Context: an optimization exercise on an open-source flow, tuned for small area and a short achievable clock period. The choices shown serve that exercise and are no tape-out recipe. In this exercise RTL edits were held to simulation tests only and were not proved equivalent to the original. Power is estimated from default activity; no workload was simulated.

==> inputs of run E <==
==> flow/design.v (excerpt) <==
module top(
    input  wire        clk,
    input  wire        rst,       
    output wire [31:0] pc,
    input  wire [31:0] inst,
    output wire        ram_we,
    output wire        ram_re,
    output wire [1:0]  ram_size,
    output wire [31:0] ram_addr,
    output wire [31:0] ram_wdata,
    input  wire [31:0] ram_rdata,
    output wire        ebreak
);
export LEC_CHECK = 0
export CAP_MARGIN = 30
export CORE_MARGIN = 2
export CORE_UTILIZATION = 60
export CTS_BUF_LIST = sky130_fd_sc_hd__clkbuf_8
export CTS_CLUSTER_DIAMETER = 50
export CTS_CLUSTER_SIZE = 20
export SETUP_SLACK_MARGIN = 4
export SLEW_MARGIN = 20
export SYNTH_HIERARCHICAL = 1
export SYNTH_MINIMUM_KEEP_SIZE = 0
create_clock -name core_clock -period 12.0 [get_ports {clk}]
standard.sh (not shown) runs the stock make flow with config.mk's settings and CLKGATE_MAP_FILE= SYNTH_SCRIPT=/design/flow/synth_recipe.tcl, a recipe that flattens the netlist after the stock synthesis.
==> flow/flow/run.sh <==
#!/bin/bash
# The standard layout, except that the port buffers inserted before global
# placement are the smallest buffer; timing repair resizes those that need it.
set -euo pipefail
export BUFFER_PORTS_ARGS="-buffer_cell sky130_fd_sc_hd__buf_1"
bash standard.sh > standard_flow.log 2>&1
==> run R: changes against run E <==
==> flow/run.sh (new file) <==
#!/bin/bash
# synth_recipe.tcl (not shown) runs the flow's synth.tcl, then flattens the netlist and writes it again
# the make line also repeats each setting of config.mk as NAME=value (left out here)
make -C /OpenROAD-flow-scripts/flow DESIGN_CONFIG=/design/flow/config.mk WORK_HOME=/design/flow/orfs CLKGATE_MAP_FILE= SYNTH_SCRIPT=/design/flow/synth_recipe.tcl finish
--- a/flow/config.mk
+++ b/flow/config.mk
@@ -6,12 +6,10 @@
 export NUM_CORES = 4
 export LEC_CHECK = 0
 export CAP_MARGIN = 30
 export CORE_MARGIN = 2
 export CORE_UTILIZATION = 60
 export CTS_BUF_LIST = sky130_fd_sc_hd__clkbuf_8
-export CTS_CLUSTER_DIAMETER = 50
-export CTS_CLUSTER_SIZE = 20
 export SETUP_SLACK_MARGIN = 4
 export SLEW_MARGIN = 20
 export SYNTH_HIERARCHICAL = 1
 export SYNTH_MINIMUM_KEEP_SIZE = 0
removed: flow/flow/run.sh
removed: flow/standard.sh
==> run G: changes against run E <==
--- a/flow/design.v
+++ b/flow/design.v
@@ -31,13 +31,13 @@
     wire rd_wen = (rda != 4'd0) &
                   ((~b6 & (b4 | ~b5)) | (b6 & b2) | (is_sys & (f3[0] | f3[1])));
     reg [31:0] pc_r;
     reg [31:0] mstatus, mepc, mcause, mtvec;
     assign pc = pc_r;
     wire [31:0] wb_data;
-    wire [31:0] wd = rst ? wb_data : 32'd0;
+    wire [31:0] wd = wb_data;    
     wire [511:0] rf_all;
     assign rf_all[31:0] = 32'd0;
     genvar gi;
     generate
         for (gi = 1; gi < 16; gi = gi + 1) begin : g_rf
             reg [31:0] r;
@@ -59,22 +59,21 @@
     agu_add u_agu(.a(rs1), .imm(imm_m), .s(ram_addr));
     assign ram_wdata = rs2;
     assign ram_re    = is_load;
     assign ram_we    = is_store;
     assign ram_size  = f3[1:0];
     assign ebreak    = is_ebreak;
-    wire [31:0] alu;
-    wire lt, ltu, eq;
-    alu u_alu(.a(rs1), .rs2(rs2), .inst(inst), .y(alu), .lt(lt), .ltu(ltu), .eq(eq));
+    wire [31:0] a_sum, a_shr, a_p, a_g;
+    wire lt, ltu, eq, sltu_r;
+    alu u_alu(.a(rs1), .rs2(rs2), .inst(inst), .sum(a_sum), .shr(a_shr), .p(a_p), .g(a_g),
+              .lt(lt), .ltu(ltu), .sltu_r(sltu_r), .eq(eq));
     wire [11:0] csra = inst[31:20];
     wire sel_mstatus = csra == 12'h300;
     wire sel_mepc    = csra == 12'h341;
     wire sel_mcause  = csra == 12'h342;
     wire sel_mtvec   = csra == 12'h305;
-    wire [31:0] csr_rdata = ({32{sel_mstatus}} & mstatus) | ({32{sel_mepc}} & mepc) |
-                            ({32{sel_mcause}} & mcause) | ({32{sel_mtvec}} & mtvec);
     always @(posedge clk) begin
         if (~rst) begin
             mstatus <= 32'h1800;
             mepc    <= 32'h0;
             mcause  <= 32'h0;
             mtvec   <= 32'h80000004;
@@ -99,15 +98,21 @@
     always @(posedge clk)
         if (~rst) pc_r <= 32'h80000000;
         else      pc_r <= npc;
     wire [31:0] ld = {(f3[2] | f3[1]) ? ram_rdata[31:16] : {16{f3[0] ? ram_rdata[15] : ram_rdata[7]}},
                       (f3[2] | f3[1] | f3[0]) ? ram_rdata[15:8] : {8{ram_rdata[7]}},
                       ram_rdata[7:0]};
-    assign wb_data = b6 ? (b2 ? pc4 : csr_rdata) :
-                     ~b4 ? ld :
-                     b2 ? pcadd : alu;
+    wire is_alu = ~b6 & b4 & ~b2;
+    wire [7:0] f3d = 8'd1 << f3;
+    wire is_csr = b6 & ~b2;
+    wire [14:0] wsel = {15{rst}} & {is_csr & sel_mtvec, is_csr & sel_mcause, is_csr & sel_mepc,
+                                    is_csr & sel_mstatus, ~b6 & ~b4, ~b6 & b4 & b2, b6 & b2,
+                                    {8{is_alu}} & f3d};
+    wb_sel u_wb(.sel(wsel), .sum(a_sum), .shr(a_shr), .p(a_p), .g(a_g), .lt(lt), .sltu_r(sltu_r),
+                .pc4(pc4), .pcadd(pcadd), .ld(ld), .mstatus(mstatus), .mepc(mepc),
+                .mcause(mcause), .mtvec(mtvec), .y(wb_data));
 endmodule
 module rf_read_mux(
     input  wire [511:0] rf,
     input  wire [3:0]   sel,
     output wire [31:0]  q
 );
@@ -141,26 +146,30 @@
     assign pc4 = {pc[31:2] + 30'd1, pc[1:0]};
 endmodule
 module alu(
     input  wire [31:0] a,
     input  wire [31:0] rs2,
     input  wire [31:0] inst,
-    output reg  [31:0] y,
+    output wire [31:0] sum,
+    output wire [31:0] shr,
+    output wire [31:0] p,
+    output wire [31:0] g,
     output wire        lt,
     output wire        ltu,
+    output wire        sltu_r,
     output wire        eq
 );
     wire [2:0] f3 = inst[14:12];
     wire is_op = inst[5];
     wire b6 = inst[6];
     wire [31:0] imm_i = {{20{inst[31]}}, inst[31:20]};
     wire [31:0] opb = is_op ? rs2 : imm_i;
     wire sub = b6 | (~f3[2] & f3[1]) | (is_op & inst[30] & ~f3[2] & ~f3[1] & ~f3[0]);
     wire [31:0] bx = opb ^ {32{sub}};
-    wire [31:0] p = a ^ bx;
-    wire [31:0] g = a & bx;
+    assign p = a ^ bx;
+    assign g = a & bx;
     wire [31:0] G [0:5];
     wire [31:0] P [0:5];
     assign G[0] = {g[31:1], g[0] | (p[0] & sub)};
     assign P[0] = p;
     genvar l, i;
     generate
@@ -175,55 +184,76 @@
                     assign P[l+1][i] = P[l][i];
                 end
             end
         end
     endgenerate
     wire [32:0] c = {G[5], sub};
-    wire [31:0] sum = p ^ c[31:0];
+    assign sum = p ^ c[31:0];
     assign ltu = ~c[32];
     assign lt  = (a[31] ^ opb[31]) ? a[31] : sum[31];
     assign eq  = &p;
-    wire sltu_r = ltu | (~is_op & eq & (inst[31:20] == 12'd0));
+    assign sltu_r = ltu | (~is_op & eq & (inst[31:20] == 12'd0));
     wire [4:0] shamt = opb[4:0];
-    wire [31:0] a_rev, shr_rev, shr;
-    genvar gi;
-    generate
-        for (gi = 0; gi < 32; gi = gi + 1) begin : g_rev
-            assign a_rev[gi]   = a[31-gi];
-            assign shr_rev[gi] = shr[31-gi];
+    wire [31:0] a_rev;
+    generate
+        for (i = 0; i < 32; i = i + 1) begin : g_rev
+            assign a_rev[i] = a[31-i];
         end
     endgenerate
     wire [31:0] shin = f3[2] ? a : a_rev;
     wire fill = f3[2] & inst[30] & a[31];
     wire [63:0] shx = {{32{fill}}, shin} >> shamt;
     assign shr = shx[31:0];
-    always @(*) begin
-        case (f3)
-            3'b000: y = sum;
-            3'b001: y = shr_rev;
-            3'b010: y = {31'd0, lt};
-            3'b011: y = {31'd0, sltu_r};
-            3'b100: y = p;
-            3'b101: y = shr;
-            3'b110: y = p | g;
-            default: y = g;
-        endcase
-    end
+endmodule
+module wb_sel(
+    input  wire [14:0] sel,
+    input  wire [31:0] sum,
+    input  wire [31:0] shr,
+    input  wire [31:0] p,
+    input  wire [31:0] g,
+    input  wire        lt,
+    input  wire        sltu_r,
+    input  wire [31:0] pc4,
+    input  wire [31:0] pcadd,
+    input  wire [31:0] ld,
+    input  wire [31:0] mstatus,
+    input  wire [31:0] mepc,
+    input  wire [31:0] mcause,
+    input  wire [31:0] mtvec,
+    output wire [31:0] y
+);
+    wire [31:0] shl;
+    genvar i;
+    generate
+        for (i = 0; i < 32; i = i + 1) begin : g_rev
+            assign shl[i] = shr[31-i];
+        end
+    endgenerate
+    assign y = ({32{sel[0]}} & sum) | ({32{sel[1]}} & shl) |
+               {31'd0, (sel[2] & lt) | (sel[3] & sltu_r)} |
+               ({32{sel[4]}} & p) | ({32{sel[5]}} & shr) |
+               ({32{sel[6]}} & (p | g)) | ({32{sel[7]}} & g) |
+               ({32{sel[8]}} & pc4) | ({32{sel[9]}} & pcadd) | ({32{sel[10]}} & ld) |
+               ({32{sel[11]}} & mstatus) | ({32{sel[12]}} & mepc) |
+               ({32{sel[13]}} & mcause) | ({32{sel[14]}} & mtvec);
 endmodule
 module agu_add(
     input  wire [31:0] a,
     input  wire [11:0] imm,
     output wire [31:0] s
 );
     wire [11:0] g0 = a[11:0] & imm;
     wire [11:0] p0 = a[11:0] ^ imm;
     wire [11:0] g1, p1, g2, p2, g3, p3, g4;
     genvar i;
     generate
         for (i = 0; i < 12; i = i + 1) begin : l1
-            if (i >= 1) begin : x
+            if (i == 1) begin : z
+                assign g1[i] = g0[i] | ((p0[i] & a[0]) & imm[0]);
+                assign p1[i] = p0[i] & p0[i-1];
+            end else if (i >= 1) begin : x
                 assign g1[i] = g0[i] | (p0[i] & g0[i-1]);
                 assign p1[i] = p0[i] & p0[i-1];
             end else begin : y
                 assign g1[i] = g0[i];
                 assign p1[i] = p0[i];
             end
--- a/flow/config.mk
+++ b/flow/config.mk
@@ -4,13 +4,13 @@
 export VERILOG_FILES = /design/flow/design.v
 export SDC_FILE = /design/flow/constraint.sdc
 export NUM_CORES = 4
 export LEC_CHECK = 0
 export CAP_MARGIN = 30
 export CORE_MARGIN = 2
-export CORE_UTILIZATION = 60
+export CORE_UTILIZATION = 50
 export CTS_BUF_LIST = sky130_fd_sc_hd__clkbuf_8
 export CTS_CLUSTER_DIAMETER = 50
 export CTS_CLUSTER_SIZE = 20
 export SETUP_SLACK_MARGIN = 4
 export SLEW_MARGIN = 20
 export SYNTH_HIERARCHICAL = 1
==> summary.txt <==
Flip-flop and latch count is the same in run G and run E.
In die area, run E and run R do not differ.
Synthesized area is the same in run E and run R.
First-iteration DRC count, lowest first: run G, run E, run R.
Between run R and run E, the lower combinational power is in run E (gap about 3%, measured against run E).
In run G the clock skew is higher than in run R, by 0.046 ns.
Utilization, highest first: run R, run E, run G.
The highest register-to-register slack belongs to run G, the lowest to run E.
Maximum frequency: run E < run R < run G.

port drivers added, routing unchanged:
The flow's constraints put no driver on any port. The routed layouts listed below were extracted and timed again, unchanged, in two steps.
Step 1, drivers: a clkbuf_16 drives clk and a buf_2 each remaining input, both assumed.
Step 2 adds t to the input delays and takes it off the output delays; t is the mean of the earliest and latest rising clock arrival at the registers after step 1. Input paths then give back, and output paths get back, about the clock's delay inside the block.
a / b / c = no drivers / after step 1 / after step 2; a / b = the first two.
| run | t (ns) | setup WS [ns] | hold slack, ns | worst setup path after step 2 | slew at the worst register clock pin (ns) |
|---|---|---|---|---|---|
| run E | 0.775 | 3.705 / 3.283 / 3.185 | 0.460 / 0.460 / 0.460 | input to register | 0.12 / 0.12 |
| run R | 0.805 | 3.719 / 3.302 / 3.070 | 0.458 / 0.458 / 0.458 | input to register | 0.07 / 0.07 |
| run G | 0.763 | 3.740 / 3.372 / 3.347 | 0.451 / 0.451 / 0.451 | input to register | 0.11 / 0.11 |
After both steps setup and hold are still met in every run listed. The setup slack of run R, which loses most, moves by -0.417 ns with the drivers and by -0.649 ns with both steps.
